This is an optimization exercise on Yosys and OpenROAD, whose aim is a short achievable clock period and few clock cycles, not a production implementation.
Only simulation tests tie the RTL to the original design; equivalence was not proved.
No activity file was given, so power comes from the tool's default toggle rates.

==> flow/design.v <==
module core #(                              
	parameter ADDR_W = 32,
	parameter INST_W = 32,
	parameter DATA_W = 32
)(
	input                   i_clk,
	input                   i_rst_n,
	output [ ADDR_W-1 : 0 ] o_i_addr,
	input  [ INST_W-1 : 0 ] i_i_inst,
	output                  o_d_wen,
	output [ ADDR_W-1 : 0 ] o_d_addr,
	output [ DATA_W-1 : 0 ] o_d_wdata,
	input  [ DATA_W-1 : 0 ] i_d_rdata,
	output [        1 : 0 ] o_status,
	output                  o_status_valid
);
localparam OP_LW   = 6'd1;
localparam OP_SW   = 6'd2;
localparam OP_ADD  = 6'd3;
localparam OP_SUB  = 6'd4;
localparam OP_ADDI = 6'd5;
localparam OP_OR   = 6'd6;
localparam OP_XOR  = 6'd7;
localparam OP_BEQ  = 6'd8;
localparam OP_BNE  = 6'd9;
localparam OP_EOF  = 6'd10;
reg [31:0] rf [0:31];
reg [31:0] pc;            
reg [31:0] pc4;           
reg        halted;        
reg        x_valid;
reg        x_lw, x_sw, x_add, x_sub, x_addi, x_or, x_xor, x_br, x_eof;
reg        x_we;
reg [4:0]  x_wa;
reg        x_ald, x_asum, x_algc, x_aw2, x_areg;
reg        x_bld, x_bsum, x_blgc, x_bw2, x_breg;    
reg        x_cld, x_csum, x_clgc, x_cw2, x_creg, x_cimm;
reg [14:0] x_imm;
reg        x_chk;         
reg [31:0] x_a, x_b;
reg [31:0] x_alt;         
reg [31:0] x_alt4;        
reg        w_we;
reg        w_lw;
reg [4:0]  w_wa;
reg [31:0] w_sum;         
reg [31:0] w_lgc;         
reg        w_islgc;       
reg [31:0] w2_val;        
reg        st_valid;
reg [1:0]  st_code;
reg        dm_wen;
reg [31:0] dm_addr;
reg [31:0] dm_wdata;
integer i;
assign o_i_addr       = pc;
assign o_status       = st_code;
assign o_status_valid = st_valid;
assign o_d_wen        = dm_wen;
assign o_d_addr       = dm_addr;
assign o_d_wdata      = dm_wdata;
wire [31:0] w_res = w_islgc ? w_lgc : w_sum;
wire [31:0] w_val = w_lw ? i_d_rdata : w_res;
wire [31:0] a = ({32{x_ald}} & i_d_rdata) | ({32{x_asum}} & w_sum) | ({32{x_algc}} & w_lgc)
              | ({32{x_aw2}} & w2_val)    | ({32{x_areg}} & x_a);
wire [31:0] b = ({32{x_bld}} & i_d_rdata) | ({32{x_bsum}} & w_sum) | ({32{x_blgc}} & w_lgc)
              | ({32{x_bw2}} & w2_val)    | ({32{x_breg}} & x_b);
wire [31:0] c = ({32{x_cld}} & i_d_rdata) | ({32{x_csum}} & w_sum) | ({32{x_clgc}} & w_lgc)
              | ({32{x_cw2}} & w2_val)    | ({32{x_creg}} & x_b)
              | ({32{x_cimm}} & {17'd0, x_imm});
wire [31:0] s_add, s_sub;
wire        c_add, c_sub;
ks_add u_add  (.a(a), .b(c),    .ci(1'b0), .s(s_add),  .co(c_add));
ks_add u_sub  (.a(a), .b(~b),   .ci(1'b1), .s(s_sub),  .co(c_sub));
wire mispred  = x_valid & x_chk & (a == b);
wire x_stop   = x_valid & x_eof;
wire [31:0] sum = x_sub ? s_sub : s_add;
wire [31:0] lgc = x_or ? (a | b) : (a ^ b);
reg [1:0] code;
always @(*) begin
	if (x_eof)                     code = 2'd3;
	else if (x_add)                code = c_add ? 2'd2 : 2'd0;
	else if (x_sub)                code = c_sub ? 2'd0 : 2'd2;
	else if (x_addi)               code = c_add ? 2'd2 : 2'd1;
	else if (x_lw | x_sw | x_br)   code = 2'd1;
	else                           code = 2'd0;
end
always @(posedge i_clk or negedge i_rst_n) begin
	if (!i_rst_n) begin
		halted   <= 1'b0;
		w_we     <= 1'b0;
		w_lw     <= 1'b0;
		w_wa     <= 5'd0;
		w_sum    <= 32'd0;
		w_lgc    <= 32'd0;
		w_islgc  <= 1'b0;
		w2_val   <= 32'd0;
		st_valid <= 1'b0;
		st_code  <= 2'd0;
		dm_wen   <= 1'b0;
		dm_addr  <= 32'd0;
		dm_wdata <= 32'd0;
	end else begin
		if (x_stop) halted <= 1'b1;
		st_valid <= x_valid;
		st_code  <= code;
		w_we     <= x_valid & x_we;
		w_lw     <= x_lw;
		w_wa     <= x_wa;
		w_sum    <= sum;
		w_lgc    <= lgc;
		w_islgc  <= x_or | x_xor;
		w2_val   <= w_val;
		dm_wen   <= x_valid & x_sw;
		dm_addr  <= s_add;
		dm_wdata <= b;
	end
end
wire [5:0]  op  = i_i_inst[31:26];
wire [4:0]  rs  = i_i_inst[25:21];
wire [4:0]  rt  = i_i_inst[20:16];
wire [4:0]  rd  = i_i_inst[15:11];
wire [14:0] imm = i_i_inst[14:0];
wire is_lw   = (op == OP_LW);
wire is_sw   = (op == OP_SW);
wire is_add  = (op == OP_ADD);
wire is_sub  = (op == OP_SUB);
wire is_addi = (op == OP_ADDI);
wire is_or   = (op == OP_OR);
wire is_xor  = (op == OP_XOR);
wire is_beq  = (op == OP_BEQ);
wire is_bne  = (op == OP_BNE);
wire is_eof  = (op == OP_EOF);
wire same  = (rs == rt);
wire pred  = (is_beq & same) | (is_bne & ~same);    
wire [31:0] pc8 = pc4 + 32'd4;
wire [31:0] tgt, tgt4;
ks_add u_tgt  (.a(pc4), .b({17'd0, imm}), .ci(1'b0), .s(tgt),  .co());
ks_add u_tgt4 (.a(pc8), .b({17'd0, imm}), .ci(1'b0), .s(tgt4), .co());
wire f_valid = ~halted & ~mispred & ~x_stop;
wire chk   = (is_beq | is_bne) & ~same & (|imm);
wire fwd_a = x_valid & x_we & (x_wa == rs);
wire fwd_b = x_valid & x_we & (x_wa == rt);
wire x_lgc = x_or | x_xor;
wire use_imm = is_addi | is_lw | is_sw;
wire fw2_a = w_we & (w_wa == rs);
wire fw2_b = w_we & (w_wa == rt);
wire [31:0] a_rd = rf[rs];
wire [31:0] b_rd = rf[rt];
always @(posedge i_clk or negedge i_rst_n) begin
	if (!i_rst_n) begin
		pc      <= 32'd0;
		pc4     <= 32'd4;
		x_alt4  <= 32'd0;
		x_valid <= 1'b0;
		x_lw <= 1'b0; x_sw <= 1'b0; x_add <= 1'b0; x_sub <= 1'b0; x_addi <= 1'b0;
		x_or <= 1'b0; x_xor <= 1'b0; x_br <= 1'b0; x_eof <= 1'b0;
		x_we    <= 1'b0;
		x_wa    <= 5'd0;
		x_ald   <= 1'b0; x_asum <= 1'b0; x_algc <= 1'b0; x_aw2 <= 1'b0; x_areg <= 1'b0;
		x_bld   <= 1'b0; x_bsum <= 1'b0; x_blgc <= 1'b0; x_bw2 <= 1'b0; x_breg <= 1'b0;
		x_cld   <= 1'b0; x_csum <= 1'b0; x_clgc <= 1'b0; x_cw2 <= 1'b0; x_creg <= 1'b0;
		x_cimm  <= 1'b0;
		x_imm   <= 15'd0;
		x_chk   <= 1'b0;
		x_a     <= 32'd0;
		x_b     <= 32'd0;
		x_alt   <= 32'd0;
	end else begin
		x_valid <= f_valid;
		if (mispred) begin
			pc  <= x_alt;
			pc4 <= x_alt4;
		end else if (f_valid) begin
			pc  <= pred ? tgt  : pc4;
			pc4 <= pred ? tgt4 : pc8;
		end
		x_lw    <= is_lw;
		x_sw    <= is_sw;
		x_add   <= is_add;
		x_sub   <= is_sub;
		x_addi  <= is_addi;
		x_or    <= is_or;
		x_xor   <= is_xor;
		x_br    <= is_beq | is_bne;
		x_eof   <= is_eof;
		x_we    <= is_lw | is_add | is_sub | is_addi | is_or | is_xor;
		x_wa    <= (is_lw | is_addi) ? rt : rd;
		x_ald   <=  fwd_a &  x_lw;
		x_asum  <=  fwd_a & ~x_lw & ~x_lgc;
		x_algc  <=  fwd_a &  x_lgc;
		x_aw2   <= ~fwd_a &  fw2_a;
		x_areg  <= ~fwd_a & ~fw2_a;
		x_bld   <=  fwd_b &  x_lw;
		x_bsum  <=  fwd_b & ~x_lw & ~x_lgc;
		x_blgc  <=  fwd_b &  x_lgc;
		x_bw2   <= ~fwd_b &  fw2_b;
		x_breg  <= ~fwd_b & ~fw2_b;
		x_cld   <= ~use_imm &  fwd_b &  x_lw;
		x_csum  <= ~use_imm &  fwd_b & ~x_lw & ~x_lgc;
		x_clgc  <= ~use_imm &  fwd_b &  x_lgc;
		x_cw2   <= ~use_imm & ~fwd_b &  fw2_b;
		x_creg  <= ~use_imm & ~fwd_b & ~fw2_b;
		x_cimm  <=  use_imm;
		x_imm   <= imm;
		x_chk   <= chk;
		x_a     <= a_rd;
		x_b     <= b_rd;
		x_alt   <= pred ? pc4 : tgt;
		x_alt4  <= pred ? pc8 : tgt4;
	end
end
always @(posedge i_clk or negedge i_rst_n) begin
	if (!i_rst_n) begin
		for (i = 0; i < 32; i = i + 1) rf[i] <= 32'd0;
	end else if (w_we) begin
		rf[w_wa] <= w_val;
	end
end
endmodule
module ks_add (
	input  [31:0] a,
	input  [31:0] b,
	input         ci,
	output [31:0] s,
	output        co
);
	reg [31:0] g, p, gn, pn;
	reg [31:0] p0;
	reg [32:0] c;
	integer k, d;
	always @(*) begin
		p0 = a ^ b;
		g  = a & b;
		p  = p0;
		g[0] = g[0] | (p[0] & ci);
		for (d = 1; d < 32; d = d * 2) begin
			gn = g; pn = p;
			for (k = d; k < 32; k = k + 1) begin
				gn[k] = g[k] | (p[k] & g[k-d]);
				pn[k] = p[k] & p[k-d];
			end
			g = gn; p = pn;
		end
		c[0] = ci;
		for (k = 1; k <= 32; k = k + 1) c[k] = g[k-1];
	end
	assign s  = p0 ^ c[31:0];
	assign co = c[32];
endmodule
==> flow/flow/run.sh <==
#!/bin/bash
# Standard layout (standard.sh) with two changes to how it is made:
#  - synthesis script flow/synth.tcl (the standard flow's synthesis; combinational logic
#    mapped for delay, no adder-cell extraction; registers untouched),
#  - port buffers are buf_8 rather than the smallest buffer.
# All tool output goes to flow_make.log in the work folder (ORFS's per-step
# logs are under orfs/logs/).
set -euo pipefail
W=$(pwd)
bash "$W/standard.sh" SYNTH_SCRIPT="$W/flow/synth.tcl" \
  "BUFFER_PORTS_ARGS=-buffer_cell sky130_fd_sc_hd__buf_8" \
  finish > "$W/flow_make.log" 2>&1
==> flow/flow/fast.abc <==
strash
dch
map {D}
buffer
upsize {D}
==> flow/flow/synth.tcl <==
# The standard synthesis (synth_recipe.tcl), with two changes to the
# combinational mapping only: no full/half-adder cell extraction, and an ABC
# script that maps for delay (fast.abc). Registers are untouched.
set flowdir [file dirname [file normalize [info script]]]
unset -nocomplain ::env(ADDER_MAP_FILE)
proc abc {args} {
  global flowdir
  set i [lsearch -exact $args -script]
  lset args [expr {$i + 1}] $flowdir/fast.abc
  yosys abc {*}$args
}
source $flowdir/../synth_recipe.tcl
==> flow/standard.sh <==
#!/bin/bash
# synth_recipe.tcl (not shown) runs the flow's synth.tcl, then flattens the netlist and writes it again
# the make line also repeats each setting of config.mk as NAME=value (left out here)
make -C /OpenROAD-flow-scripts/flow DESIGN_CONFIG=/design/flow/config.mk WORK_HOME=/design/flow/orfs CLKGATE_MAP_FILE= SYNTH_SCRIPT=/design/flow/synth_recipe.tcl "${@:-finish}"
==> flow/config.mk <==
export PLATFORM = sky130hd
export DESIGN_NAME = core
export DESIGN_NICKNAME = core
export VERILOG_FILES = /design/flow/design.v
export SDC_FILE = /design/flow/constraint.sdc
export NUM_CORES = 4
export LEC_CHECK = 0
export ABC_CLOCK_PERIOD_IN_PS = 2000
export CAP_MARGIN = 20
export CORE_MARGIN = 2
export CORE_UTILIZATION = 40
export SETUP_SLACK_MARGIN = 4
export SLEW_MARGIN = 20
==> flow/constraint.sdc <==
create_clock -name core_clock -period 6.8 [get_ports {i_clk}]
set_input_delay 1.3600 -clock core_clock [delete_from_list [all_inputs] [get_ports {i_clk}]]
set_output_delay 1.3600 -clock core_clock [all_outputs]
set_load 0.01 [all_outputs]
==> flow_metrics.py, run 1 <==
metrics = {
    "sta": {
        "setup_viol": 0,
        "tightest_slew_ns": 1.22,
        "rsz0062_at_grt": "true",
        "setup_tns_ns": 0,
        "report.final.slew_viol_count": 0,
        "finalWorstPathRequiredPeriod_ns": 3.22,
        "fmax_mhz": 311,
        "fin_crit_sh": 0.473,
        "slew_headroom": 0.185,
        "clock_skew_ns": 0.0781,
        "hold_viol": 0,
    },
    "cells_and_area": {
        "final.fill_count": 18700,
        "final_cell_mix": "1940 x nand2_1, 1387 x dfrtp_1, 1207 x o21ai_0",
        "final_common_cell": "nand2_1",
        "syn2layout_area_growth_pct": 20.4,
        "drive_gt1_frac": 0.231,
        "fin_util": 0.484,
        "nNetsFinal": 9503,
    },
    "power": {
        "p_per_area_nw_per_um2": 344,
        "power.leakage_nw": 42.4,
        "ir_worst_vdd_mv": 0.264,
    },
    "clock_network": {
        "htree_levels": 4,
        "path_clk_slew_ns": 0.06,
        "cts_buffer_depth": 3,
        "clk_latency_ns": 0.86,
        "clock-root-buffer": "clkbuf_16",
        "cts_tree": "done",
        "numCtsBuffers": 166,
        "cts_sinks": 1435,
    },
    "worst_setup_path": {
        "critPathLaunch": "x_ald$_DFF_PN0_",
        "r2r_end": "w_sum[27]$_DFF_PN0_",
        "crit_path_end": "w_sum[27]$_DFF_PN0_",
        "critPathArrivalTime_ns": 3.94,
        "ff2ff_path_depth": 13,
        "startpoint_type": "flop",
        "worst_ep_required_time_ns": 7.53,
        "r2r-start": "x_ald$_DFF_PN0_",
        "crit_fanout": 5,
        "critPathKind": "flop to flop",
        "regToRegSetupSlack_ns": 3.58,
        "end_kind": "flop",
    },
    "synth": {
        "yosysWarnings": 3,
        "ys_seq_area_frac": 0.448,
        "synth_nets": 9198,
        "synthCells": 9132,
        "ys_async_sr_fraction": 1.00,
        "synth-edff-count": 0,
        "yosysUniqueCellTypes": 82,
        "syn_area_um2": 80200,
        "syn_area_per_cell_um2": 8.79,
        "synth-seq-cells": 1435,
        "synth_flop_cell": "dfrtp_1",
    },
    "global_route": {
        "grt_first_pass_wirelength_mm": 517,
        "antenna_found_initial": 7,
        "grt_usage": 0.344,
        "grt_pass1_vias": 73000,
        "gr-total-overflow": 0,
        "grt_start_max_net_pins": 173,
    },
    "place": {
        "dp_hpwl_mm": 236,
        "gp_congestion": 1.01,
        "portBuffers": 165,
    },
    "detailed_routing": {
        "drc_errors": 0,
        "detail_route.vias_per_cell": 6.34,
        "wl_per_cell_um": 29.9,
        "routed_wl_mm": 367,
        "ant_nets": 0,
        "dr.pass1.iters": 11,
        "drt-initial-drc-count": 10700,
        "vias": 77600,
    },
    "floorplan": {
        "io_pins": 166,
        "core_um2": 199000,
        "die_w_um": 452,
        "row_count": 164,
        "die_area_um2": 204000,
        "initial_core_util": 0.402,
        "die_h_um": 452,
    },
    "outcome": {
        "status": "timing/DRC/antenna clean",
    },
    "hold_path": {
        "hold_class": "flop to flop",
    },
    "job": {
        "cap_violations": 0,
    },
}
[synth_stat cells, types with 8 or more instances]
cell type,instances,share of area
clkbuf_1,207,0.0097
nand3b_1,23,0.0022
o21ai_1,8,0.00050
o211ai_2,27,0.0042
nor2_1,407,0.019
a22o_2,12,0.0015
nor2_2,9,0.00070
inv_1,455,0.021
nand3_1,358,0.022
o22ai_1,50,0.0039
nand4_2,30,0.0047
o2111ai_1,25,0.0027
nor2_4,10,0.0014
xnor2_1,14,0.0015
a21oi_1,198,0.012
nor4_1,76,0.0059
nand3_2,8,0.0010
clkbuf_8,371,0.064
a221oi_1,72,0.0079
nand2_1,2045,0.096
buf_6,31,0.0044
xor2_1,27,0.0029
and3_2,10,0.00094
o211ai_1,36,0.0034
dfrtp_1,1434,0.45
nand4_4,13,0.0034
o21a_1,18,0.0017
nand2_2,64,0.0050
o21ai_0,1391,0.087
a22oi_2,52,0.0081
o31ai_1,13,0.0012
a22oi_1,925,0.087
or2_2,13,0.0010
o21bai_1,21,0.0020
and2_2,30,0.0028
nand4_1,397,0.031
a31oi_1,68,0.0053
nor3_1,51,0.0032
[worst min path at each step]
stage                            startpoint                 to  slack, ns  cells past startpoint
after floorplan           x_wa[0]$_DFF_PN0_  w_wa[0]$_DFF_PN0_       0.35                      0
after global placement    x_wa[0]$_DFF_PN0_  w_wa[0]$_DFF_PN0_       0.37                      0
after detailed placement  x_wa[0]$_DFF_PN0_  w_wa[0]$_DFF_PN0_       0.37                      0
after CTS                 x_wa[0]$_DFF_PN0_  w_wa[0]$_DFF_PN0_       0.38                      0
after global routing      x_wa[0]$_DFF_PN0_  w_wa[0]$_DFF_PN0_       0.39                      0
final                     x_wa[0]$_DFF_PN0_  w_wa[0]$_DFF_PN0_       0.38                      0
[kinds of logic after synthesis]
logic type,count (synthesis),synth area share
compound gates,2981,0.236
xor+xnor,50,0.00741
simple gates,3568,0.204
flops,1435,0.448
buf+inv,1098,0.105
[layout make-up]
type                            count  area (um2)  area share
Multi-Input combinational cell   6605       40700       0.421
Sequential cell                  1435       36000       0.373
Timing Repair Buffer              763        8640      0.0894
Clock buffer                      224        4750      0.0491
Tap cell                         2656        3320      0.0344
Inverter                          464        1950      0.0202
Clock inverter                     76        1220      0.0127
Antenna cell                       14        35.0    0.000363
Timing Repair inverter              2        17.5    0.000181
[per-stage QoR]
| stage | cells | power [mW] | hold slack, ns | area (um2) | setup WS, ns |
|---|---|---|---|---|---|
| after floorplan | 9132 | 17.2 | 0.354 | 81500 | 3.49 |
| final | 12200 | 33.2 | 0.378 | 96600 | 3.58 |
| after global placement | 11500 | 21.2 | 0.373 | 82200 | 0.368 |
| after global routing | 12200 | 34.5 | 0.387 | 96600 | 3.53 |
| after CTS | 12000 | 32.1 | 0.377 | 92700 | 3.60 |
| after detailed placement | 11500 | 21.3 | 0.368 | 82300 | 1.62 |
[sequential cells by signal, summed over array words and instances (netlist names), 2 cells and up]
register and cells:
w_sum 32, dm_wdata 32, w_lgc 32, rf 1024
pc 32, dm_addr 32, x_a 32, x_alt 30
w_wa 5, st_code 2, w2_val 32, x_b 32
x_imm 15, pc4 32, x_wa 5, x_alt4 32
[critical path: stages, from the launching register on]
cell       delay (ns)
dfrtp_4          0.50
buf_12           0.17
clkbuf_16        0.19
a22oi_2          0.20
nand4_1          0.15
nand3b_1         0.28
nand4_1          0.28
buf_4            0.24
nor2_4           0.13
nand4_1          0.35
a21oi_4          0.39
o21ai_2          0.07
nand3_1          0.08
nand2_1          0.08
[report_power, final]
group | switching (mW) | internal (mW) | leakage (nW)
Clock | 4.00 | 5.81 | 2.91
Sequential | 1.90 | 10.3 | 14.8
Combinational | 7.22 | 3.93 | 24.7
Total | 13.1 | 20.1 | 42.4
[per-layer routing]
metal	up-vias	GRT usage	routed length (um)
li1	33300	-	-
met1	38100	0.445	139000
met2	4941	0.507	158000
met3	1226	0.0753	38400
met4	0	0.248	31100
met5	-	0	0
[what timing repair did]
action,in CTS,in global routing
endpoints found under the setup margin,1086,270
pin swaps,128,266
gates cloned,15,22
buffers inserted,211,182
endpoints found under the hold margin,0,0
gates resized for setup,544,453
hold buffers,0,0
Testbench counts, summed over its fixed seeds: cycles 20,832.
==> run 2, diff against run 1 <==
==> flow/flow/fast.abc (replaced) <==
strash
dch
map {D}
buffer
upsize {D}
dnsize {D}
--- a/flow/config.mk
+++ b/flow/config.mk
@@ -9,5 +9,5 @@
 export CAP_MARGIN = 20
 export CORE_MARGIN = 2
 export CORE_UTILIZATION = 40
-export SETUP_SLACK_MARGIN = 4
+export SETUP_SLACK_MARGIN = 4.5
 export SLEW_MARGIN = 20
==> run 2 against run 1 <==
Still clean. Sequential share of layout area decreased by 3.1 points. Maximum frequency is 2.0% higher. Utilization up 8.5 points. Cell count is 2.2% higher. Design area increased by 9.2%. Non-clock buffer count grew 436. Register-to-register slack better by 0.06 ns. Critical path depth is the same. Flip-flop and latch count unchanged. Combinational power rose by 15%. Worst hold slack improved by 0.026 ns. Highest routed layer is now met5.
==> flow_metrics.py, run 2 <==
metrics = {
    "place": {
        "dp_cells": 11300,
        "dp_hpwl_mm": 235,
        "gp_congestion": 1.03,
        "portBuffers": 165,
    },
    "clock_network": {
        "clk_latency_ns": 0.87,
        "path_clk_slew_ns": 0.06,
        "cts_tree": "done",
        "cts_sinks": 1435,
        "cts_hold_buf": 0,
        "cts_buffer_depth": 3,
        "clock-root-buffer": "clkbuf_16",
        "htree_levels": 4,
        "numCtsBuffers": 166,
    },
    "global_route": {
        "grt_first_pass_wirelength_mm": 552,
        "antenna_found_initial": 14,
        "grt_usage": 0.397,
        "grt_start_max_net_pins": 150,
        "gr-total-overflow": 0,
        "grt_pass1_vias": 76100,
    },
    "worst_setup_path": {
        "worst_ep_required_time_ns": 7.48,
        "crit_chain": "clkbuf_16 -> a22oi_1 -> o2111ai_2 -> nand2_2 -> nand4_1 -> nor2_4 -> nand3_2 -> nor3_4 -> buf_12 -> nor2_4 -> buf_12 -> a22oi_1 -> o21ai_1",
        "end_kind": "flop",
        "critPathArrivalTime_ns": 3.83,
        "crit_fanout": 26,
        "critPathKind": "flop to flop",
        "slowest_delay_ns": 0.50,
        "critical_path_depth": 13,
        "crit_buf_inv": 3,
        "cp_slowest_cell": "dfrtp_2",
        "ff2ff_path_depth": 13,
        "startpoint_type": "flop",
        "crit_family": "simple AND/OR/NAND/NOR gates",
    },
    "sta": {
        "report.final.slew_viol_count": 0,
        "finalWorstPathRequiredPeriod_ns": 3.15,
        "hold_viol": 0,
        "clock_skew_ns": 0.0681,
        "setup_tns_ns": 0,
        "fin_crit_sh": 0.464,
        "setup_viol": 0,
        "rsz0062_at_grt": "true",
        "fmax_mhz": 317,
        "slew_headroom": 0.348,
        "tightest_slew_ns": 0.977,
    },
    "power": {
        "internal_power_mw": 20.4,
        "ir_worst_vdd_mv": 0.231,
        "power_frac_clock": 0.270,
        "switchingPower_mw": 14.0,
        "p_per_area_nw_per_um2": 326,
        "power.leakage_nw": 46.3,
        "pwr-share-comb": 0.372,
        "p_seq_frac": 0.358,
        "p_sw_frac": 0.408,
    },
    "synth": {
        "synth-edff-count": 0,
        "synthTopCellsByArea": "dfrtp_1 48%, nand2_1 11%, a22oi_1 9.8%",
        "yosysWarnings": 3,
        "synth_commonest_cells": "2113 x nand2_1, 1434 x dfrtp_1, 1391 x o21ai_0",
        "synth_flop_cell": "dfrtp_1",
        "yosysUniqueCellTypes": 63,
        "ys_async_sr_fraction": 1.00,
        "yosysMostFrequentCell": "nand2_1",
        "yosysTopAreaCellShare": 0.480,
        "syn_area_um2": 74700,
        "synth_area_leader_cell": "dfrtp_1",
        "synth_nets": 9198,
        "synth-seq-cells": 1435,
        "syn_area_per_cell_um2": 8.18,
        "synthCells": 9132,
        "ys_seq_area_frac": 0.481,
    },
    "outcome": {
        "status": "timing/DRC/antenna clean",
    },
    "hold_path": {
        "hold_class": "flop to flop",
        "min_path_cells": 0,
    },
    "cells_and_area": {
        "final_cell_mix": "1905 x nand2_1, 1384 x dfrtp_1, 1157 x o21ai_0",
        "finalNonFillerCells": 12500,
        "top_register": "rf",
        "syn2layout_area_growth_pct": 41.1,
        "final_common_cell": "nand2_1",
        "drive_gt1_frac": 0.294,
        "nNetsFinal": 9961,
        "largest_register_ff_count": 1024,
    },
    "detailed_routing": {
        "routed_wl_mm": 401,
        "ant_nets": 0,
        "drt-initial-drc-count": 13300,
        "drc_errors": 0,
        "detail_route.vias_per_cell": 6.58,
        "dr.pass1.iters": 7,
        "wl_per_cell_um": 32.1,
        "vias": 82400,
    },
    "floorplan": {
        "row_count": 158,
        "die_area_um2": 190000,
        "die_h_um": 436,
        "core_um2": 185000,
        "die_w_um": 436,
        "initial_core_util": 0.403,
        "io_pins": 166,
    },
    "job": {
        "cap_violations": 0,
    },
}
## run 2: cell count changes after synthesis, moves of 39 or more
cell,previous run,this run
clkbuf_8,371,0
clkbuf_1,207,570
nand2_1,2045,2113
nand2_2,64,0
a22oi_1,925,971
a22oi_2,52,9
buf_2,1,43
nand4_1,397,436
## run 2: power groups by stage
stage	logic, mW	registers (mW)	clock network [mW]
finish	12.8	12.3	9.30
global route	13.5	12.5	9.70
CTS	11.3	12.1	9.34
detailed placement	8.93	12.2	0
global placement	8.87	12.2	0
floorplan	5.31	11.6	0
## run 2: layout make-up
class / count / area [um2]
repair inverters: 16 / 350
repair buffers: 1199 / 14700
diodes: 6 / 15.0
multi-input cells: 6613 / 43500
inverters: 464 / 2190
flip-flops and latches: 1435 / 36000
fillers: 16200 / 80000
well taps: 2480 / 3100
clock inverters: 65 / 873
clock buffers: 232 / 4720
## run 2: cell families (layout without fill, tap and decap cells)
| family | count (synthesis) | count (layout) | synth area share |
|---|---|---|---|
| buf+inv | 1098 | 1976 | 0.0567 |
| compound gates | 2981 | 2989 | 0.247 |
| xor+xnor | 50 | 51 | 0.00754 |
| simple gates | 3568 | 3573 | 0.208 |
| other cells | 0 | 6 | 0 |
| flops | 1435 | 1435 | 0.481 |
## run 2: per-stage QoR
step                utilization  hold slack, ns  worst slack (ns)  area [um2]  total power, mW
floorplan                     -           0.354              3.57       78100             16.9
global placement          0.440           0.361              1.11       81600             21.1
detailed placement        0.440           0.382              1.81       81600             21.2
CTS                       0.538           0.397              3.79       99800             32.8
global route              0.569           0.410              3.53      105000             35.6
finish                    0.569           0.404              3.65      105000             34.4
## run 2: worst paths after layout
check                             startpoint                    end  slack, ns
setup / recovery             x_ald$_DFF_PN0_    pc4[29]$_DFFE_PN0P_       3.65
hold / removal             x_wa[0]$_DFF_PN0_      w_wa[0]$_DFF_PN0_       0.40
setup reg to reg             x_ald$_DFF_PN0_    pc4[29]$_DFFE_PN0P_       3.65
hold reg to reg            x_wa[0]$_DFF_PN0_      w_wa[0]$_DFF_PN0_       0.40
max in group asynchronous            i_rst_n    pc4[14]$_DFFE_PN0P_       4.79
min in group asynchronous            i_rst_n  rf[26][4]$_DFFE_PN0P_       0.53
## run 2: repair_timing
action                                  in CTS  in global routing
pin swaps                                  443                381
buffers inserted                           566                238
gates cloned                                71                 26
resized for setup                         1386                616
endpoints found under the setup margin     626                697
## run 2: layer usage
metal,up-vias,GRT usage,part of all wire
met3,1544,0.120,0.12
met4,11,0.260,0.082
met5,-,0,0.00083
li1,34300,-,-
met2,5969,0.573,0.42
met1,40500,0.513,0.37
==> run 3, diff against run 2 <==
--- a/flow/design.v
+++ b/flow/design.v
@@ -38,8 +38,8 @@
 reg [14:0] x_imm;
 reg        x_chk;         
 reg [31:0] x_a, x_b;
-reg [31:0] x_alt;         
-reg [31:0] x_alt4;        
+reg        x_pred;
+reg [31:0] x_pc4, x_pc8, x_tgt, x_tgt4;
 reg        w_we;
 reg        w_lw;
 reg [4:0]  w_wa;
@@ -151,7 +151,11 @@
 	if (!i_rst_n) begin
 		pc      <= 32'd0;
 		pc4     <= 32'd4;
-		x_alt4  <= 32'd0;
+		x_pred  <= 1'b0;
+		x_pc4   <= 32'd0;
+		x_pc8   <= 32'd0;
+		x_tgt   <= 32'd0;
+		x_tgt4  <= 32'd0;
 		x_valid <= 1'b0;
 		x_lw <= 1'b0; x_sw <= 1'b0; x_add <= 1'b0; x_sub <= 1'b0; x_addi <= 1'b0;
 		x_or <= 1'b0; x_xor <= 1'b0; x_br <= 1'b0; x_eof <= 1'b0;
@@ -165,12 +169,11 @@
 		x_chk   <= 1'b0;
 		x_a     <= 32'd0;
 		x_b     <= 32'd0;
-		x_alt   <= 32'd0;
 	end else begin
 		x_valid <= f_valid;
 		if (mispred) begin
-			pc  <= x_alt;
-			pc4 <= x_alt4;
+			pc  <= x_pred ? x_pc4 : x_tgt;
+			pc4 <= x_pred ? x_pc8 : x_tgt4;
 		end else if (f_valid) begin
 			pc  <= pred ? tgt  : pc4;
 			pc4 <= pred ? tgt4 : pc8;
@@ -206,8 +209,11 @@
 		x_chk   <= chk;
 		x_a     <= a_rd;
 		x_b     <= b_rd;
-		x_alt   <= pred ? pc4 : tgt;
-		x_alt4  <= pred ? pc8 : tgt4;
+		x_pred  <= pred;
+		x_pc4   <= pc4;
+		x_pc8   <= pc8;
+		x_tgt   <= tgt;
+		x_tgt4  <= tgt4;
 	end
 end
 always @(posedge i_clk or negedge i_rst_n) begin
--- a/flow/config.mk
+++ b/flow/config.mk
@@ -9,5 +9,5 @@
 export CAP_MARGIN = 20
 export CORE_MARGIN = 2
 export CORE_UTILIZATION = 40
-export SETUP_SLACK_MARGIN = 4.5
+export SETUP_SLACK_MARGIN = 4
 export SLEW_MARGIN = 20
==> run 3 against run 2 <==
Still clean. Sequential power up 5%. Register-to-register slack got worse by 0.26 ns. Synthesized cell count increased by 0.67%. Wire length fell by 6.1%. Utilization shrank 5.5 points. Critical path type unchanged. Critical endpoint is now pc4[17]$_DFFE_PN0P_.
==> flow_metrics.py, run 3 <==
metrics = {
    "worst_setup_path": {
        "crit_fanout": 19,
        "critPathArrivalTime_ns": 4.12,
        "r2r-start": "x_areg$_DFF_PN0_",
        "worst_ep_required_time_ns": 7.51,
        "crit_path_end": "pc4[17]$_DFFE_PN0P_",
        "startpoint_type": "flop",
        "ff2ff_path_depth": 16,
        "r2r_end": "pc4[17]$_DFFE_PN0P_",
        "critPathKind": "flop to flop",
        "critPathLaunch": "x_areg$_DFF_PN0_",
        "regToRegSetupSlack_ns": 3.39,
        "end_kind": "flop",
    },
    "clock_network": {
        "path_clk_slew_ns": 0.06,
        "clock-root-buffer": "clkbuf_16",
        "cts_buffer_depth": 3,
        "htree_levels": 4,
        "numCtsBuffers": 169,
        "clk_latency_ns": 0.86,
        "cts_sinks": 1498,
        "cts_tree": "done",
    },
    "synth": {
        "synth_flop_cell": "dfrtp_1",
        "synth_area_leader_cell": "dfrtp_1",
        "synth-edff-count": 0,
        "synthTopCellsByArea": "dfrtp_1 49%, nand2_1 11%, a22oi_1 9.0%",
        "yosysTopAreaCellShare": 0.489,
        "yosysWarnings": 3,
        "yosys.area_share.simple": 0.212,
        "muxShareOfSynthArea": 0.000653,
        "synth_nets": 9259,
        "yosysMostFrequentCell": "nand2_1",
        "synthCells": 9193,
        "syn_area_per_cell_um2": 8.34,
        "synth_commonest_cells": "2198 x nand2_1, 1497 x dfrtp_1, 1296 x o21ai_0",
        "syn_area_um2": 76700,
        "synth_xor_area_frac": 0.00911,
        "ys_seq_area_frac": 0.489,
        "ys_async_sr_fraction": 1.00,
        "synth-seq-cells": 1498,
        "synth_top_family_by_area": "compound AO/OA/AOI/OAI gates",
        "synth_compound_gate_area_share": 0.235,
        "yosys.area_share.adder": 0,
        "yosysUniqueCellTypes": 70,
    },
    "detailed_routing": {
        "drc_errors": 0,
        "detail_route.vias_per_cell": 6.40,
        "drt-initial-drc-count": 11400,
        "routed_wl_mm": 377,
        "ant_nets": 0,
        "wl_per_cell_um": 30.7,
        "dr.pass1.iters": 7,
        "vias": 78500,
    },
    "floorplan": {
        "io_pins": 166,
        "row_count": 160,
        "die_w_um": 442,
        "die_h_um": 442,
        "core_um2": 190000,
        "die_area_um2": 195000,
        "initial_core_util": 0.403,
    },
    "hold_path": {
        "hold_class": "flop to flop",
    },
    "global_route": {
        "gr-total-overflow": 0,
        "grt_pass1_vias": 74200,
        "antenna_found_initial": 14,
        "grt_start_max_net_pins": 158,
        "grt_usage": 0.374,
        "grt_first_pass_wirelength_mm": 536,
    },
    "cells_and_area": {
        "final.fill_count": 17500,
        "top_register": "rf",
        "largest_register_ff_count": 1024,
        "fin_area_um2": 97700,
        "nNetsFinal": 9691,
        "fin_util": 0.513,
        "final_common_cell": "nand2_1",
        "syn2layout_area_growth_pct": 27.5,
        "drive_gt1_frac": 0.218,
        "final_cell_mix": "2031 x nand2_1, 1450 x dfrtp_1, 1172 x o21ai_0",
    },
    "power": {
        "switchingPower_mw": 13.3,
        "ir_worst_vdd_mv": 0.231,
        "internal_power_mw": 20.6,
        "power_mw": 33.9,
        "pwr-share-comb": 0.334,
        "power_frac_clock": 0.287,
        "p_per_area_nw_per_um2": 347,
        "p_seq_frac": 0.379,
        "power.leakage_nw": 43.7,
        "p_sw_frac": 0.393,
    },
    "sta": {
        "tightest_slew_ns": 1.04,
        "clock_skew_ns": 0.0551,
        "hold_viol": 0,
        "setup_tns_ns": 0,
        "fmax_mhz": 293,
        "rsz0062_at_grt": "true",
        "setup_viol": 0,
        "finalWorstPathRequiredPeriod_ns": 3.41,
        "fin_crit_sh": 0.501,
        "report.final.slew_viol_count": 0,
        "slew_headroom": 0.307,
    },
    "place": {
        "gp_congestion": 1.01,
        "postPlaceCellArea_um2": 82600,
        "portBuffers": 165,
        "dp_hpwl_mm": 248,
    },
    "outcome": {
        "status": "timing/DRC/antenna clean",
    },
    "job": {
        "cap_violations": 0,
    },
}
==> run 3: worst min path at each step <==
stage | startpoint | endpoint | slack [ns] | cells after the start
after floorplan | pc4[10]$_DFFE_PN0P_ | x_pc4[10]$_DFF_PN0_ | 0.35 | 0
after CTS | x_wa[3]$_DFF_PN0_ | w_wa[3]$_DFF_PN0_ | 0.44 | 0
final | x_lw$_DFF_PN0_ | w_lw$_DFF_PN0_ | 0.44 | 0
after global placement | x_lw$_DFF_PN0_ | w_lw$_DFF_PN0_ | 0.42 | 0
after global routing | x_wa[3]$_DFF_PN0_ | w_wa[3]$_DFF_PN0_ | 0.45 | 0
after detailed placement | x_lw$_DFF_PN0_ | w_lw$_DFF_PN0_ | 0.43 | 0
==> run 3: layout make-up <==
type	instances	area, um2	area share
well taps	2511	3140	0.0321
diodes	2	5.00	0.0000512
repair inverters	4	33.8	0.000346
inverters	430	1900	0.0195
clock buffers	243	5020	0.0514
flip-flops and latches	1498	37600	0.384
clock inverters	65	878	0.00899
repair buffers	882	9390	0.0961
multi-input cells	6640	39800	0.407
==> run 3: stage by stage <==
step	worst slack (ns)	hold WS [ns]	std cells
6_report	3.39	0.437	12300
4_1_cts	3.54	0.442	12100
3_3_place_gp	1.76	0.415	11400
5_1_grt	3.32	0.454	12300
2_1_floorplan	3.55	0.349	9193
3_5_place_dp	1.70	0.429	11400
==> run 3: cells by family after synthesis <==
family	count (synthesis)
multiplexers	5
XOR/XNOR	59
AO/OA/AOI/OAI	2856
AND/OR/NAND/NOR	3719
buffers and inverters	1056
flip-flops	1498
==> run 3: critical path, cell delays in order, from the launching register on <==
cell	delay (ns)
dfrtp_2	0.44
buf_12	0.20
buf_4	0.18
nand2_1	0.06
nand4_1	0.17
inv_1	0.07
nand2_1	0.13
nand4_1	0.23
nor2_4	0.21
nand4_1	0.45
nor4_4	0.34
buf_4	0.18
buf_12	0.11
nor2_4	0.08
buf_16	0.18
o211ai_1	0.10
o211ai_1	0.10
==> run 3: routing by layer <==
layer  global-route usage  up-vias  routed length, um
met3               0.0986     1125              42300
li1                     -    33700                  -
met2                0.550     5089             161000
met5                    0        -                 75
met4                0.238       12              28800
met1                0.487    38600             145000
==> run 3: power by group through the flow <==
stage	Clock [mW]	Sequential [mW]	Combinational [mW]
6_report	9.72	12.9	11.3
3_3_place_gp	0	12.9	8.88
2_1_floorplan	0	12.1	5.13
5_1_grt	10.2	13.0	12.0
3_5_place_dp	0	12.9	8.97
4_1_cts	9.81	12.8	10.3
==> run 3: what timing repair did <==
action | CTS | global route
gates cloned | 18 | 4
gates resized for setup | 747 | 388
pin swaps | 203 | 207
hold buffers | 0 | 0
endpoints found under the setup margin | 272 | 235
setup buffers | 356 | 147
Testbench counts of run 3, summed over its fixed seeds: cycles 20,832.
==> run 4, diff against run 3 <==
--- a/flow/design.v
+++ b/flow/design.v
@@ -32,21 +32,20 @@
 reg        x_lw, x_sw, x_add, x_sub, x_addi, x_or, x_xor, x_br, x_eof;
 reg        x_we;
 reg [4:0]  x_wa;
-reg        x_ald, x_asum, x_algc, x_aw2, x_areg;
-reg        x_bld, x_bsum, x_blgc, x_bw2, x_breg;    
-reg        x_cld, x_csum, x_clgc, x_cw2, x_creg, x_cimm;
+reg        x_ald, x_asum, x_algc, x_areg;
+reg        x_bld, x_bsum, x_blgc, x_breg;    
+reg        x_cld, x_csum, x_clgc, x_creg, x_cimm;
 reg [14:0] x_imm;
 reg        x_chk;         
 reg [31:0] x_a, x_b;
-reg        x_pred;
-reg [31:0] x_pc4, x_pc8, x_tgt, x_tgt4;
+reg [31:0] x_alt;         
+reg [31:0] x_alt4;        
 reg        w_we;
 reg        w_lw;
 reg [4:0]  w_wa;
 reg [31:0] w_sum;         
 reg [31:0] w_lgc;         
 reg        w_islgc;       
-reg [31:0] w2_val;        
 reg        st_valid;
 reg [1:0]  st_code;
 reg        dm_wen;
@@ -62,11 +61,11 @@
 wire [31:0] w_res = w_islgc ? w_lgc : w_sum;
 wire [31:0] w_val = w_lw ? i_d_rdata : w_res;
 wire [31:0] a = ({32{x_ald}} & i_d_rdata) | ({32{x_asum}} & w_sum) | ({32{x_algc}} & w_lgc)
-              | ({32{x_aw2}} & w2_val)    | ({32{x_areg}} & x_a);
+              | ({32{x_areg}} & x_a);
 wire [31:0] b = ({32{x_bld}} & i_d_rdata) | ({32{x_bsum}} & w_sum) | ({32{x_blgc}} & w_lgc)
-              | ({32{x_bw2}} & w2_val)    | ({32{x_breg}} & x_b);
+              | ({32{x_breg}} & x_b);
 wire [31:0] c = ({32{x_cld}} & i_d_rdata) | ({32{x_csum}} & w_sum) | ({32{x_clgc}} & w_lgc)
-              | ({32{x_cw2}} & w2_val)    | ({32{x_creg}} & x_b)
+              | ({32{x_creg}} & x_b)
               | ({32{x_cimm}} & {17'd0, x_imm});
 wire [31:0] s_add, s_sub;
 wire        c_add, c_sub;
@@ -94,7 +93,6 @@
 		w_sum    <= 32'd0;
 		w_lgc    <= 32'd0;
 		w_islgc  <= 1'b0;
-		w2_val   <= 32'd0;
 		st_valid <= 1'b0;
 		st_code  <= 2'd0;
 		dm_wen   <= 1'b0;
@@ -110,7 +108,6 @@
 		w_sum    <= sum;
 		w_lgc    <= lgc;
 		w_islgc  <= x_or | x_xor;
-		w2_val   <= w_val;
 		dm_wen   <= x_valid & x_sw;
 		dm_addr  <= s_add;
 		dm_wdata <= b;
@@ -145,35 +142,32 @@
 wire use_imm = is_addi | is_lw | is_sw;
 wire fw2_a = w_we & (w_wa == rs);
 wire fw2_b = w_we & (w_wa == rt);
-wire [31:0] a_rd = rf[rs];
-wire [31:0] b_rd = rf[rt];
+wire [31:0] a_rd = fw2_a ? w_val : rf[rs];
+wire [31:0] b_rd = fw2_b ? w_val : rf[rt];
 always @(posedge i_clk or negedge i_rst_n) begin
 	if (!i_rst_n) begin
 		pc      <= 32'd0;
 		pc4     <= 32'd4;
-		x_pred  <= 1'b0;
-		x_pc4   <= 32'd0;
-		x_pc8   <= 32'd0;
-		x_tgt   <= 32'd0;
-		x_tgt4  <= 32'd0;
+		x_alt4  <= 32'd0;
 		x_valid <= 1'b0;
 		x_lw <= 1'b0; x_sw <= 1'b0; x_add <= 1'b0; x_sub <= 1'b0; x_addi <= 1'b0;
 		x_or <= 1'b0; x_xor <= 1'b0; x_br <= 1'b0; x_eof <= 1'b0;
 		x_we    <= 1'b0;
 		x_wa    <= 5'd0;
-		x_ald   <= 1'b0; x_asum <= 1'b0; x_algc <= 1'b0; x_aw2 <= 1'b0; x_areg <= 1'b0;
-		x_bld   <= 1'b0; x_bsum <= 1'b0; x_blgc <= 1'b0; x_bw2 <= 1'b0; x_breg <= 1'b0;
-		x_cld   <= 1'b0; x_csum <= 1'b0; x_clgc <= 1'b0; x_cw2 <= 1'b0; x_creg <= 1'b0;
+		x_ald   <= 1'b0; x_asum <= 1'b0; x_algc <= 1'b0; x_areg <= 1'b0;
+		x_bld   <= 1'b0; x_bsum <= 1'b0; x_blgc <= 1'b0; x_breg <= 1'b0;
+		x_cld   <= 1'b0; x_csum <= 1'b0; x_clgc <= 1'b0; x_creg <= 1'b0;
 		x_cimm  <= 1'b0;
 		x_imm   <= 15'd0;
 		x_chk   <= 1'b0;
 		x_a     <= 32'd0;
 		x_b     <= 32'd0;
+		x_alt   <= 32'd0;
 	end else begin
 		x_valid <= f_valid;
 		if (mispred) begin
-			pc  <= x_pred ? x_pc4 : x_tgt;
-			pc4 <= x_pred ? x_pc8 : x_tgt4;
+			pc  <= x_alt;
+			pc4 <= x_alt4;
 		end else if (f_valid) begin
 			pc  <= pred ? tgt  : pc4;
 			pc4 <= pred ? tgt4 : pc8;
@@ -192,28 +186,22 @@
 		x_ald   <=  fwd_a &  x_lw;
 		x_asum  <=  fwd_a & ~x_lw & ~x_lgc;
 		x_algc  <=  fwd_a &  x_lgc;
-		x_aw2   <= ~fwd_a &  fw2_a;
-		x_areg  <= ~fwd_a & ~fw2_a;
+		x_areg  <= ~fwd_a;
 		x_bld   <=  fwd_b &  x_lw;
 		x_bsum  <=  fwd_b & ~x_lw & ~x_lgc;
 		x_blgc  <=  fwd_b &  x_lgc;
-		x_bw2   <= ~fwd_b &  fw2_b;
-		x_breg  <= ~fwd_b & ~fw2_b;
+		x_breg  <= ~fwd_b;
 		x_cld   <= ~use_imm &  fwd_b &  x_lw;
 		x_csum  <= ~use_imm &  fwd_b & ~x_lw & ~x_lgc;
 		x_clgc  <= ~use_imm &  fwd_b &  x_lgc;
-		x_cw2   <= ~use_imm & ~fwd_b &  fw2_b;
-		x_creg  <= ~use_imm & ~fwd_b & ~fw2_b;
+		x_creg  <= ~use_imm & ~fwd_b;
 		x_cimm  <=  use_imm;
 		x_imm   <= imm;
 		x_chk   <= chk;
 		x_a     <= a_rd;
 		x_b     <= b_rd;
-		x_pred  <= pred;
-		x_pc4   <= pc4;
-		x_pc8   <= pc8;
-		x_tgt   <= tgt;
-		x_tgt4  <= tgt4;
+		x_alt   <= pred ? pc4 : tgt;
+		x_alt4  <= pred ? pc8 : tgt4;
 	end
 end
 always @(posedge i_clk or negedge i_rst_n) begin
==> run 4 against run 3 <==
The run now fails in 1_2_yosys.
==> flow_metrics.py, run 4 <==
metrics = {
    "outcome": {
        "stop_stage": "1_2_yosys",
        "tool.error": "ERROR: ABC script did not complete successfully",
        "status": "stopped before the end",
    },
    "synth": {
        "yosysWarnings": 3,
    },
}
Testbench counts of run 4, summed over its fixed seeds: cycles 20,832.
==> run 5, diff against run 4 <==
==> flow/flow/fast.abc (replaced) <==
strash
&get -n
&dch
&put
map {D}
buffer
upsize {D}
dnsize {D}
==> run 5 against run 4 <==
The flow again stops in 1_2_yosys.
==> flow_metrics.py, run 5 <==
metrics = {
    "outcome": {
        "stop_stage": "1_2_yosys",
        "tool.error": "ERROR: ABC script did not complete successfully",
        "status": "stopped before the end",
    },
    "synth": {
        "yosysWarnings": 3,
    },
}
==> run 6, diff against run 5 <==
==> flow/flow/fast.abc (replaced) <==
strash
&get -n
&dch -f
&put
map {D}
buffer
upsize {D}
dnsize {D}
==> run 6 against run 5 <==
Now clean on timing, DRC and antenna.
==> flow_metrics.py, run 6 <==
metrics = {
    "outcome": {
        "status": "timing/DRC/antenna clean",
    },
    "synth": {
        "yosys.area_share.simple": 0.217,
        "syn_area_per_cell_um2": 8.02,
        "synthCells": 9130,
        "synth_commonest_cells": "2401 x nand2_1, 1431 x o21ai_0, 1399 x dfrtp_1",
        "synth-edff-count": 0,
        "synth_top_family_by_area": "compound AO/OA/AOI/OAI gates",
        "synth-seq-cells": 1400,
        "yosys.area_share.adder": 0,
        "synth_compound_gate_area_share": 0.235,
        "ys_async_sr_fraction": 1.00,
        "synth_flop_cell": "dfrtp_1",
        "muxShareOfSynthArea": 0.00437,
        "ys_seq_area_frac": 0.478,
        "synth_area_leader_cell": "dfrtp_1",
        "yosysUniqueCellTypes": 63,
        "synthTopCellsByArea": "dfrtp_1 48%, nand2_1 12%, o21ai_0 9.8%",
        "yosysMostFrequentCell": "nand2_1",
        "syn_area_um2": 73300,
        "yosysWarnings": 3,
        "synth_xor_area_frac": 0.00903,
        "synth_nets": 9196,
        "yosysTopAreaCellShare": 0.478,
    },
    "global_route": {
        "grt_pass1_vias": 74400,
        "gr-total-overflow": 0,
        "antenna_found_initial": 16,
        "grt_start_max_net_pins": 157,
        "grt_usage": 0.411,
        "grt_first_pass_wirelength_mm": 552,
    },
    "sta": {
        "rsz0062_at_grt": "true",
        "finalWorstPathRequiredPeriod_ns": 3.20,
        "tightest_slew_ns": 1.09,
        "hold_viol": 0,
        "whs_ns": 0.436,
        "fmax_mhz": 313,
        "slew_headroom": 0.272,
        "report.final.slew_viol_count": 0,
        "setup_tns_ns": 0,
        "fin_crit_sh": 0.470,
        "setup_viol": 0,
        "fin_ws_ns": 3.60,
        "clock_skew_ns": 0.0474,
    },
    "floorplan": {
        "core_um2": 182000,
        "die_w_um": 432,
        "row_count": 157,
        "io_pins": 166,
        "die_area_um2": 187000,
        "die_h_um": 432,
        "initial_core_util": 0.401,
    },
    "hold_path": {
        "hold_class": "flop to flop",
    },
    "clock_network": {
        "cts_buffer_depth": 3,
        "clk_latency_ns": 0.86,
        "htree_levels": 4,
        "clock-root-buffer": "clkbuf_16",
        "cts_tree": "done",
        "numCtsBuffers": 162,
        "path_clk_slew_ns": 0.06,
        "cts_sinks": 1400,
        "cts_hold_buf": 0,
    },
    "worst_setup_path": {
        "startpoint_type": "input pin",
        "cp_slowest_cell": "a2111oi_4",
        "critPathArrivalTime_ns": 3.92,
        "crit_family": "compound AO/OA/AOI/OAI gates",
        "critPathKind": "input pin to flop",
        "crit_chain": "buf_12 -> clkinvlp_4 -> nor2_4 -> buf_12 -> nand3_4 -> buf_4 -> buf_6 -> buf_8 -> nor2_4 -> a221oi_2 -> o2111ai_2 -> a2111oi_4 -> nand3_1 -> o211ai_1 -> o21ai_2",
        "worst_ep_required_time_ns": 7.52,
        "slowest_delay_ns": 0.67,
        "crit_fanout": 6,
        "end_kind": "flop",
        "crit_buf_inv": 6,
    },
    "cells_and_area": {
        "drive_gt1_frac": 0.258,
        "fin_util": 0.546,
        "multi_input_area_um2": 41100,
        "nNetsFinal": 9879,
        "fin_area_um2": 99700,
        "syn2layout_area_growth_pct": 36.1,
        "finalNonFillerCells": 12300,
        "final_cell_mix": "2262 x nand2_1, 1355 x dfrtp_1, 1258 x o21ai_0",
        "seq_area_um2": 35100,
        "final.fill_count": 16200,
        "final_common_cell": "nand2_1",
        "top_register": "rf",
        "largest_register_ff_count": 1024,
    },
    "place": {
        "dp_hpwl_mm": 241,
        "dp_slack_ns": 1.90,
        "postPlaceCellArea_um2": 80300,
        "portBuffers": 165,
        "gp_congestion": 1.02,
        "dp_cells": 11200,
    },
    "detailed_routing": {
        "drc_errors": 0,
        "wl_per_cell_um": 32.6,
        "drt-initial-drc-count": 13600,
        "detail_route.vias_per_cell": 6.58,
        "vias": 81200,
        "dr.pass1.iters": 9,
        "routed_wl_mm": 402,
        "ant_nets": 0,
    },
    "power": {
        "power.leakage_nw": 45.0,
        "p_per_area_nw_per_um2": 318,
        "power_mw": 31.7,
        "ir_worst_vdd_mv": 0.210,
    },
    "job": {
        "cap_violations": 0,
    },
}
run 6: cells by family (layout without fill, tap and decap cells):
group,after synthesis,in the layout
other cells,0,10
compound gates,2815,2815
mux,32,32
simple gates,3751,3753
buf+inv,1066,1881
flops,1400,1400
xor+xnor,66,66
run 6: power breakdown:
group	total (mW)	switching (mW)	internal (mW)
combinational	11.0	7.14	3.90
sequential	11.4	1.62	9.83
clock	9.23	3.94	5.29
run 6: what timing repair did:
item	CTS	global route
buffers inserted	478	266
endpoints found under the hold margin	0	0
setup endpoints to repair	274	239
pin swaps	275	357
gates resized for setup	913	591
cloned	30	19
run 6: worst paths after layout:
kind	start	end	slack [ns]	cells past startpoint
worst max-delay path	i_i_inst[21]	x_a[26]$_DFF_PN0_	3.60	15
worst min-delay path	x_wa[3]$_DFF_PN0_	w_wa[3]$_DFF_PN0_	0.44	0
worst max register to register	x_algc$_DFF_PN0_	w_sum[26]$_DFF_PN0_	3.66	16
worst min register to register	x_wa[3]$_DFF_PN0_	w_wa[3]$_DFF_PN0_	0.44	0
max in group asynchronous	i_rst_n	dm_wdata[24]$_DFF_PN0_	4.69	3
min in group asynchronous	i_rst_n	rf[20][1]$_DFFE_PN0P_	0.50	1
run 6: metal layers:
layer  GRT usage  routed length (um)  vias up  share of wire
met2       0.583              164000     6449           0.41
met5      0.0122                 414        -         0.0010
li1            -                   -    33700              -
met4       0.254               31900       24          0.079
met3       0.141               56200     1581           0.14
met1       0.535              149000    39400           0.37
run 6: layout make-up:
class | count | share of cell area
Multi-Input combinational cell | 6666 | 0.412
Timing Repair inverter | 22 | 0.00276
Timing Repair Buffer | 1099 | 0.123
Sequential cell | 1400 | 0.352
Inverter | 462 | 0.0247
Clock buffer | 235 | 0.0466
Clock inverter | 63 | 0.00841
Tap cell | 2385 | 0.0299
Antenna cell | 10 | 0.000251
run 6: worst register-to-register path, cell delays in order (launching register included):
cell and delay (ns):
dfrtp_4 0.52, buf_12 0.17, buf_8 0.14, nand2_1 0.07, nand4_1 0.14, buf_4 0.17, buf_4 0.12, and2_4 0.18
nor2_4 0.17, nand2_4 0.10, nor2_4 0.18, nand4_1 0.25, a31oi_4 0.37, inv_1 0.08, nand3b_1 0.13, nand3_2 0.16
nand2_2 0.12

==> separate check: timing with driven ports <==
In the flow no input, the clock included, has a driving cell. The finished layouts below were timed again as built, in two steps.
Step 1 (the two cells are an assumption about what drives the block):
set clk [get_ports {i_clk}]
set_driving_cell -lib_cell sky130_fd_sc_hd__clkbuf_16 $clk
set_driving_cell -lib_cell sky130_fd_sc_hd__buf_2 [delete_from_list [all_inputs] $clk]
Step 2, shift: input delay + t, output delay - t, t = (earliest + latest rising clock arrival at the registers) / 2. This alone moves slack from input paths to output paths.
a / b / c = ideal / step 1 / step 2; a / b = the first two.
run	t, ns	slack for setup (ns)	latest minus earliest clock arrival (ns)	worst data-port slew with drivers (ns)
run 1	0.910	3.583 / 3.583 / 2.863	0.080 / 0.080	0.18
run 2	0.929	3.648 / 3.648 / 2.810	0.072 / 0.071	0.37
run 3	0.924	3.392 / 3.392 / 2.575	0.060 / 0.060	0.20
run 6	0.944	3.602 / 3.556 / 2.613	0.057 / 0.057	0.24
After both steps setup and hold are still met in every run listed. The setup slack of run 6, which loses most, moves by -0.046 ns with the drivers and by -0.989 ns with both steps.
